This design comes from an exercise in tuning for small area and a short achievable clock period on the open sky130 flow, not from production work. At most, simulation tests tie the RTL to the original design; equivalence was not proved. No activity file was given, so power comes from the tool's default toggle rates.

==> inputs of v31 <==
==> flow/design.v <==
`timescale 1ns / 1ps
module FIFO_Project(clk, resetn, soft_reset, read_enb, write_enb, data_in,
                    data_out, valid, full);
input clk, resetn, soft_reset, read_enb, write_enb;
input [7:0] data_in;
output reg [7:0] data_out;
output reg valid;    
output reg full;
reg [3:0] write_ptr;
reg [3:0] read_ptr;
reg [7:0] fifo [0:15];
wire clr = !resetn || soft_reset;
wire wr  = write_enb && !full;
wire rd  = read_enb && valid;
always @(posedge clk)
    if (wr)
        fifo[write_ptr] <= data_in;
always @(posedge clk)
    if (clr)
        write_ptr <= 4'd0;
    else if (wr)
        write_ptr <= write_ptr + 4'd1;
wire [15:0] rsel = 16'd1 << read_ptr;
reg [7:0] rdata;
integer k;
always @(*) begin
    rdata = 8'd0;
    for (k = 0; k < 16; k = k + 1)
        rdata = rdata | (fifo[k] & {8{rsel[k]}});
end
always @(posedge clk)
    if (clr) begin
        data_out <= 8'd0;
        read_ptr <= 4'd0;
    end else if (rd) begin
        data_out <= rdata;
        read_ptr <= read_ptr + 4'd1;
    end
always @(posedge clk)
    if (clr) begin
        valid <= 1'b0;
        full  <= 1'b0;
    end else if (wr && !rd) begin
        valid <= 1'b1;
        full  <= (write_ptr + 4'd1) == read_ptr;
    end else if (rd && !wr) begin
        valid <= (read_ptr + 4'd1) != write_ptr;
        full  <= 1'b0;
    end
endmodule
`timescale 1ns / 1ps
module Synchronizer_Project(clk, resetn, valid, read_enb, soft_reset);
input clk, resetn, valid, read_enb;
output reg soft_reset;
reg [4:0] cnt;
always @(posedge clk)
    if (!resetn || !valid || read_enb) begin
        cnt <= 5'd0;
        soft_reset <= 1'b0;
    end else if (cnt == 5'b11000) begin
        cnt <= 5'd0;
        soft_reset <= 1'b1;
    end else begin
        cnt <= {cnt[3:0], ~(cnt[4] ^ cnt[2])};
        soft_reset <= 1'b0;
    end
endmodule
`timescale 1ns / 1ps
module FSM_Project(clk, resetn, soft_reset, pkt_valid, addr_in, empty_in,
                   fifo_full, parity_done, low_pkt_valid, addr,
                   detect_add, lfd_state, ld_state, lp_state, cpe_state,
                   full_state, laf_state, busy);
input clk, resetn, soft_reset, pkt_valid;
input [1:0] addr_in;
input [2:0] empty_in;
input fifo_full, parity_done, low_pkt_valid;
output reg [1:0] addr;
output detect_add, lfd_state, ld_state, lp_state, cpe_state, full_state, laf_state;
output reg busy;
localparam decode_address     = 3'b000,
           load_first_data    = 3'b001,
           load_data          = 3'b010,
           load_parity        = 3'b011,
           check_parity_error = 3'b100,
           fifo_full_state    = 3'b101,
           load_after_full    = 3'b110,
           wait_till_empty    = 3'b111;
reg [2:0] state, next_state;
wire [3:0] empty4 = {1'b0, empty_in};
wire hdr_ok     = pkt_valid && (addr_in != 2'd3);
wire hdr_empty  = empty4[addr_in];
wire addr_empty = empty4[addr];
always @(*) begin
    case (state)
    decode_address:     next_state = !hdr_ok ? decode_address :
                                     hdr_empty ? load_first_data : wait_till_empty;
    load_first_data:    next_state = load_data;
    load_data:          next_state = fifo_full ? fifo_full_state :
                                     !pkt_valid ? load_parity : load_data;
    load_parity:        next_state = check_parity_error;
    check_parity_error: next_state = fifo_full ? fifo_full_state : decode_address;
    fifo_full_state:    next_state = fifo_full ? fifo_full_state : load_after_full;
    load_after_full:    next_state = parity_done ? decode_address :
                                     low_pkt_valid ? load_parity : load_data;
    default:            next_state = addr_empty ? load_first_data : wait_till_empty;
    endcase
end
always @(posedge clk)
    if (!resetn || soft_reset) begin
        state <= decode_address;
        busy  <= 1'b0;
    end else begin
        state <= next_state;
        busy  <= !(next_state == decode_address || next_state == load_data);
    end
always @(posedge clk)
    if (state == decode_address)
        addr <= addr_in;
assign detect_add = state == decode_address;
assign lfd_state  = state == load_first_data;
assign ld_state   = state == load_data;
assign lp_state   = state == load_parity;
assign cpe_state  = state == check_parity_error;
assign full_state = state == fifo_full_state;
assign laf_state  = state == load_after_full;
endmodule
`timescale 1ns / 1ps
module Register_Project(input clk, resetn, pkt_valid,
                        input [7:0] data_in,
                        input fifo_full, detect_add, ld_state, laf_state, lfd_state, cpe_state,
                        output reg err, parity_done, low_pkt_valid,
                        output reg [7:0] data_out);
reg [7:0] fifo_full_state_byte, internal_parity, packet_parity_byte;
always @(posedge clk)
    if (!resetn)
        parity_done <= 1'b0;
    else if (ld_state && !fifo_full && !pkt_valid)
        parity_done <= 1'b1;
    else if (laf_state && low_pkt_valid && !parity_done)
        parity_done <= 1'b1;
    else if (detect_add)
        parity_done <= 1'b0;
always @(posedge clk)
    if (!resetn)
        low_pkt_valid <= 1'b0;
    else if (ld_state && !pkt_valid)
        low_pkt_valid <= 1'b1;
    else if (cpe_state)
        low_pkt_valid <= 1'b0;
always @(posedge clk)
    if (resetn && ld_state && fifo_full)
        fifo_full_state_byte <= data_in;
always @(posedge clk)
    if ((detect_add && pkt_valid) || (ld_state && !fifo_full))
        data_out <= data_in;
    else if (laf_state)
        data_out <= fifo_full_state_byte;
always @(posedge clk)
    if (lfd_state)
        internal_parity <= data_out;
    else if (ld_state && pkt_valid)
        internal_parity <= internal_parity ^ data_in;
    else if (detect_add)
        internal_parity <= 8'd0;
always @(posedge clk)
    if (ld_state && !pkt_valid)
        packet_parity_byte <= data_in;
always @(posedge clk)
    if (!resetn)
        err <= 1'b0;
    else if (parity_done)
        err <= internal_parity != packet_parity_byte;
endmodule
`timescale 1ns / 1ps
module Router_Top_Level_1x3(clock,resetn,read_enb_0,read_enb_1,read_enb_2,data_in,pkt_valid,data_out_0,data_out_1,data_out_2,valid_out_0,valid_out_1,valid_out_2,error,busy);
input clock,resetn,read_enb_0,read_enb_1,read_enb_2,pkt_valid;
input [7:0] data_in;
output valid_out_0,valid_out_1,valid_out_2,error,busy;
output [7:0] data_out_0,data_out_1,data_out_2;
wire [2:0] soft_reset, valid, full, read_enb;
wire [7:0] reg_out;
wire [1:0] addr;
wire detect_add, lfd_state, ld_state, lp_state, cpe_state, full_state, laf_state;
wire parity_done, low_pkt_valid;
assign read_enb = {read_enb_2, read_enb_1, read_enb_0};
assign valid_out_0 = valid[0];
assign valid_out_1 = valid[1];
assign valid_out_2 = valid[2];
wire [3:0] full4 = {1'b0, full};
wire fifo_full = full4[addr];
wire write_enb_reg = ld_state || lp_state || laf_state;
wire [2:0] write_enb = {3{write_enb_reg}} & {addr == 2'd2, addr == 2'd1, addr == 2'd0};
FIFO_Project fifo_0(.clk(clock), .resetn(resetn), .soft_reset(soft_reset[0]),
                    .read_enb(read_enb_0), .write_enb(write_enb[0]), .data_in(reg_out),
                    .data_out(data_out_0), .valid(valid[0]), .full(full[0]));
FIFO_Project fifo_1(.clk(clock), .resetn(resetn), .soft_reset(soft_reset[1]),
                    .read_enb(read_enb_1), .write_enb(write_enb[1]), .data_in(reg_out),
                    .data_out(data_out_1), .valid(valid[1]), .full(full[1]));
FIFO_Project fifo_2(.clk(clock), .resetn(resetn), .soft_reset(soft_reset[2]),
                    .read_enb(read_enb_2), .write_enb(write_enb[2]), .data_in(reg_out),
                    .data_out(data_out_2), .valid(valid[2]), .full(full[2]));
Synchronizer_Project sync_0(.clk(clock), .resetn(resetn), .valid(valid[0]),
                            .read_enb(read_enb_0), .soft_reset(soft_reset[0]));
Synchronizer_Project sync_1(.clk(clock), .resetn(resetn), .valid(valid[1]),
                            .read_enb(read_enb_1), .soft_reset(soft_reset[1]));
Synchronizer_Project sync_2(.clk(clock), .resetn(resetn), .valid(valid[2]),
                            .read_enb(read_enb_2), .soft_reset(soft_reset[2]));
FSM_Project fsm0(.clk(clock), .resetn(resetn), .soft_reset(|soft_reset),
                 .pkt_valid(pkt_valid), .addr_in(data_in[1:0]), .empty_in(~valid),
                 .fifo_full(fifo_full), .parity_done(parity_done), .low_pkt_valid(low_pkt_valid),
                 .addr(addr), .detect_add(detect_add), .lfd_state(lfd_state), .ld_state(ld_state),
                 .lp_state(lp_state), .cpe_state(cpe_state), .full_state(full_state),
                 .laf_state(laf_state), .busy(busy));
Register_Project register(.clk(clock), .resetn(resetn), .pkt_valid(pkt_valid), .data_in(data_in),
                          .fifo_full(fifo_full), .detect_add(detect_add), .ld_state(ld_state),
                          .laf_state(laf_state), .lfd_state(lfd_state), .cpe_state(cpe_state),
                          .err(error), .parity_done(parity_done), .low_pkt_valid(low_pkt_valid),
                          .data_out(reg_out));
endmodule
==> flow/run.sh <==
#!/bin/bash
# synth_recipe.tcl (not shown) runs the flow's synth.tcl, then flattens the netlist and writes it again
# the make line also repeats each setting of config.mk as NAME=value (left out here)
make -C /OpenROAD-flow-scripts/flow DESIGN_CONFIG=/design/flow/config.mk WORK_HOME=/design/flow/orfs CLKGATE_MAP_FILE= SYNTH_SCRIPT=/design/flow/synth_recipe.tcl finish
==> flow/config.mk <==
export PLATFORM = sky130hd
export DESIGN_NAME = Router_Top_Level_1x3
export DESIGN_NICKNAME = Router_Top_Level_1x3
export VERILOG_FILES = /design/flow/design.v
export SDC_FILE = /design/flow/constraint.sdc
export NUM_CORES = 4
export LEC_CHECK = 0
export CAP_MARGIN = 20
export CORE_MARGIN = 2
export CORE_UTILIZATION = 70
export PLACE_DENSITY = 0.78
export SETUP_SLACK_MARGIN = 3.0
export SLEW_MARGIN = 20
==> flow/constraint.sdc <==
create_clock -name core_clock -period 5.0 [get_ports {clock}]
set_input_delay 1.0000 -clock core_clock [delete_from_list [all_inputs] [get_ports {clock}]]
set_output_delay 1.0000 -clock core_clock [all_outputs]
set_load 0.01 [all_outputs]
==> inputs of v10, as changes to v31 <==
--- a/flow/design.v
+++ b/flow/design.v
@@ -22,10 +22,2 @@
         write_ptr <= write_ptr + 4'd1;
-wire [15:0] rsel = 16'd1 << read_ptr;
-reg [7:0] rdata;
-integer k;
-always @(*) begin
-    rdata = 8'd0;
-    for (k = 0; k < 16; k = k + 1)
-        rdata = rdata | (fifo[k] & {8{rsel[k]}});
-end
 always @(posedge clk)
@@ -35,3 +27,3 @@
     end else if (rd) begin
-        data_out <= rdata;
+        data_out <= fifo[read_ptr];
         read_ptr <= read_ptr + 4'd1;
@@ -59,3 +51,3 @@
         soft_reset <= 1'b0;
-    end else if (cnt == 5'b11000) begin
+    end else if (cnt == 5'd29) begin
         cnt <= 5'd0;
@@ -63,3 +55,3 @@
     end else begin
-        cnt <= {cnt[3:0], ~(cnt[4] ^ cnt[2])};
+        cnt <= cnt + 5'd1;
         soft_reset <= 1'b0;
@@ -132,3 +124,3 @@
                         output reg [7:0] data_out);
-reg [7:0] fifo_full_state_byte, internal_parity, packet_parity_byte;
+reg [7:0] hold_header_byte, fifo_full_state_byte, internal_parity, packet_parity_byte;
 always @(posedge clk)
@@ -150,2 +142,5 @@
 always @(posedge clk)
+    if (resetn && detect_add && pkt_valid)
+        hold_header_byte <= data_in;
+always @(posedge clk)
     if (resetn && ld_state && fifo_full)
@@ -153,3 +148,7 @@
 always @(posedge clk)
-    if ((detect_add && pkt_valid) || (ld_state && !fifo_full))
+    if (!resetn)
+        data_out <= 8'd0;
+    else if (lfd_state)
+        data_out <= hold_header_byte;
+    else if (ld_state && !fifo_full)
         data_out <= data_in;
@@ -158,4 +157,6 @@
 always @(posedge clk)
-    if (lfd_state)
-        internal_parity <= data_out;
+    if (!resetn)
+        internal_parity <= 8'd0;
+    else if (lfd_state)
+        internal_parity <= internal_parity ^ hold_header_byte;
     else if (ld_state && pkt_valid)
@@ -165,3 +166,5 @@
 always @(posedge clk)
-    if (ld_state && !pkt_valid)
+    if (!resetn)
+        packet_parity_byte <= 8'd0;
+    else if (ld_state && !pkt_valid)
         packet_parity_byte <= data_in;
CORE_UTILIZATION = 40   (was 70)
PLACE_DENSITY = unset   (was 0.78)
SETUP_SLACK_MARGIN = unset   (was 3.0)
==> inputs of v22, as changes to v31 <==
--- a/flow/design.v
+++ b/flow/design.v
@@ -8,5 +8,4 @@
 output reg full;
-reg [3:0] write_ptr;
-reg [3:0] read_ptr;
 reg [7:0] fifo [0:15];
+reg [3:0] last;      
 wire clr = !resetn || soft_reset;
@@ -14,37 +13,25 @@
 wire rd  = read_enb && valid;
+integer k;
 always @(posedge clk)
-    if (wr)
-        fifo[write_ptr] <= data_in;
+    if (wr) begin
+        fifo[0] <= data_in;
+        for (k = 1; k < 16; k = k + 1)
+            fifo[k] <= fifo[k - 1];
+    end
 always @(posedge clk)
     if (clr)
-        write_ptr <= 4'd0;
-    else if (wr)
-        write_ptr <= write_ptr + 4'd1;
-wire [15:0] rsel = 16'd1 << read_ptr;
-reg [7:0] rdata;
-integer k;
-always @(*) begin
-    rdata = 8'd0;
-    for (k = 0; k < 16; k = k + 1)
-        rdata = rdata | (fifo[k] & {8{rsel[k]}});
+        data_out <= 8'd0;
+    else if (rd)
+        data_out <= fifo[last];
+always @(posedge clk)
+    if (clr)
+        last <= 4'd0;
+    else if (wr && !rd && valid)
+        last <= last + 4'd1;
+    else if (rd && !wr && last != 4'd0)
+        last <= last - 4'd1;
+always @(posedge clk) begin
+    valid <= !clr && (wr || (valid && !(read_enb && last == 4'd0)));
+    full  <= !clr && !(read_enb && valid) && (wr ? (valid && last == 4'd14) : full);
 end
-always @(posedge clk)
-    if (clr) begin
-        data_out <= 8'd0;
-        read_ptr <= 4'd0;
-    end else if (rd) begin
-        data_out <= rdata;
-        read_ptr <= read_ptr + 4'd1;
-    end
-always @(posedge clk)
-    if (clr) begin
-        valid <= 1'b0;
-        full  <= 1'b0;
-    end else if (wr && !rd) begin
-        valid <= 1'b1;
-        full  <= (write_ptr + 4'd1) == read_ptr;
-    end else if (rd && !wr) begin
-        valid <= (read_ptr + 4'd1) != write_ptr;
-        full  <= 1'b0;
-    end
 endmodule
@@ -79,11 +66,3 @@
 output reg busy;
-localparam decode_address     = 3'b000,
-           load_first_data    = 3'b001,
-           load_data          = 3'b010,
-           load_parity        = 3'b011,
-           check_parity_error = 3'b100,
-           fifo_full_state    = 3'b101,
-           load_after_full    = 3'b110,
-           wait_till_empty    = 3'b111;
-reg [2:0] state, next_state;
+reg s_da, s_lfd, s_ld, s_lp, s_cpe, s_ffs, s_laf, s_wte;
 wire [3:0] empty4 = {1'b0, empty_in};
@@ -92,35 +71,28 @@
 wire addr_empty = empty4[addr];
-always @(*) begin
-    case (state)
-    decode_address:     next_state = !hdr_ok ? decode_address :
-                                     hdr_empty ? load_first_data : wait_till_empty;
-    load_first_data:    next_state = load_data;
-    load_data:          next_state = fifo_full ? fifo_full_state :
-                                     !pkt_valid ? load_parity : load_data;
-    load_parity:        next_state = check_parity_error;
-    check_parity_error: next_state = fifo_full ? fifo_full_state : decode_address;
-    fifo_full_state:    next_state = fifo_full ? fifo_full_state : load_after_full;
-    load_after_full:    next_state = parity_done ? decode_address :
-                                     low_pkt_valid ? load_parity : load_data;
-    default:            next_state = addr_empty ? load_first_data : wait_till_empty;
-    endcase
+wire clr = !resetn || soft_reset;
+always @(posedge clk) begin
+    s_da  <= clr || (s_da && !hdr_ok) || (s_cpe && !fifo_full) || (s_laf && parity_done);
+    s_lfd <= !clr && ((s_da && hdr_ok && hdr_empty) || (s_wte && addr_empty));
+    s_wte <= !clr && ((s_da && hdr_ok && !hdr_empty) || (s_wte && !addr_empty));
+    s_ld  <= !clr && (s_lfd || (s_ld && !fifo_full && pkt_valid) ||
+                      (s_laf && !parity_done && !low_pkt_valid));
+    s_lp  <= !clr && ((s_ld && !fifo_full && !pkt_valid) ||
+                      (s_laf && !parity_done && low_pkt_valid));
+    s_cpe <= !clr && s_lp;
+    s_ffs <= !clr && ((s_ld || s_cpe || s_ffs) && fifo_full);
+    s_laf <= !clr && s_ffs && !fifo_full;
+    busy  <= !clr && ((s_da && hdr_ok) || (s_ld && (fifo_full || !pkt_valid)) ||
+                      s_lp || s_ffs || s_wte || (s_cpe && fifo_full) ||
+                      (s_laf && !parity_done && low_pkt_valid));
 end
 always @(posedge clk)
-    if (!resetn || soft_reset) begin
-        state <= decode_address;
-        busy  <= 1'b0;
-    end else begin
-        state <= next_state;
-        busy  <= !(next_state == decode_address || next_state == load_data);
-    end
-always @(posedge clk)
-    if (state == decode_address)
+    if (s_da)
         addr <= addr_in;
-assign detect_add = state == decode_address;
-assign lfd_state  = state == load_first_data;
-assign ld_state   = state == load_data;
-assign lp_state   = state == load_parity;
-assign cpe_state  = state == check_parity_error;
-assign full_state = state == fifo_full_state;
-assign laf_state  = state == load_after_full;
+assign detect_add = s_da;
+assign lfd_state  = s_lfd;
+assign ld_state   = s_ld;
+assign lp_state   = s_lp;
+assign cpe_state  = s_cpe;
+assign full_state = s_ffs;
+assign laf_state  = s_laf;
 endmodule
@@ -150,6 +122,6 @@
 always @(posedge clk)
-    if (resetn && ld_state && fifo_full)
+    if (ld_state && fifo_full)
         fifo_full_state_byte <= data_in;
 always @(posedge clk)
-    if ((detect_add && pkt_valid) || (ld_state && !fifo_full))
+    if (detect_add || (ld_state && !fifo_full))
         data_out <= data_in;
CORE_UTILIZATION = 55   (was 70)
CTS_CLUSTER_DIAMETER = 100   (was unset)
CTS_CLUSTER_SIZE = 30   (was unset)
PLACE_DENSITY = 0.65   (was 0.78)
SETUP_SLACK_MARGIN = 2.9   (was 3.0)
==> qor summary <==
metric                                                                       v31             v22             v10
Placed standard-cell area                                            20820 sq um     19900 sq um     21460 sq um
Number of DRC markers after the initial detailed-route iteration            2573            1056             730
Total wirelength of the detailed-routed design                          57680 um        40580 um        42000 um
Setup slack of the critical path after layout                           2.904 ns        2.931 ns        1.848 ns
Die W                                                                   172.7 um        189.9 um        229.5 um
Sequential-to-total area share from yosys stat                            70.98%          73.63%          69.48%
Mean cell area of the mapped netlist                                 14.16 sq um     15.06 sq um     16.62 sq um
Part of the power in registers                                             53.6%           66.4%           54.2%
# clk buffers                                                                 62              33              72
Fraction of standard cell area that is sequential                         58.33%          65.83%          60.85%
Final instance count without filler cells                                   1950            1785            1994
Detailed-routing wirelength on met1                                     19670 um        19150 um        18810 um
Top Usage Layer GRT                                                         met2            met1            met2
Peak supply drop                                                       0.4502 mV       0.2596 mV       0.2568 mV
Met3 track utilization from global routing                                6.992%          2.638%          2.390%
Result of the run                                                 finished clean  finished clean  finished clean
Clock network power consumption                                          3.35 mW         2.01 mW         3.92 mW
Combined area of the multi-input logic cells                          6296 sq um      4913 sq um      5836 sq um
Internal power component                                                6.846 mW        5.393 mW        7.527 mW
Clock insertion delay at the later pin of the skew report                0.55 ns         0.56 ns         0.60 ns
Core outline area                                                    27860 sq um     34290 sq um     50170 sq um
For v31, only the layout was checked, not whether the RTL still works.

what the ideal ports hide:
The flow's constraints put no driver on any port. The routed layouts listed below were extracted and timed again, unchanged, in two steps.
Step 1 (the two cells are an assumption about what drives the block):
set clk [get_ports {clock}]
set_driving_cell -lib_cell sky130_fd_sc_hd__clkbuf_16 $clk
set_driving_cell -lib_cell sky130_fd_sc_hd__buf_2 [delete_from_list [all_inputs] $clk]
Step 2 times the ports against the registers' clock, not the clock port: input delays grow and output delays shrink by t, the midpoint of the rising clock arrivals with the driver on.
Three values: ideal, step 1, step 2; two values: the first two.
run	shift t [ns]	setup WS [ns]	clock arrival spread, ns	worst register clock-pin slew, ns
v31	0.597	2.904 / 2.852 / 2.506	0.018 / 0.018	0.07 / 0.07
v10	0.637	1.848 / 1.848 / 1.447	0.026 / 0.026	0.06 / 0.06
v22	0.603	2.931 / 2.881 / 2.383	0.019 / 0.020	0.12 / 0.12
After both steps every run listed still meets setup and hold. The setup slack of v22, which loses most, moves by -0.050 ns with the drivers and by -0.548 ns with both steps.
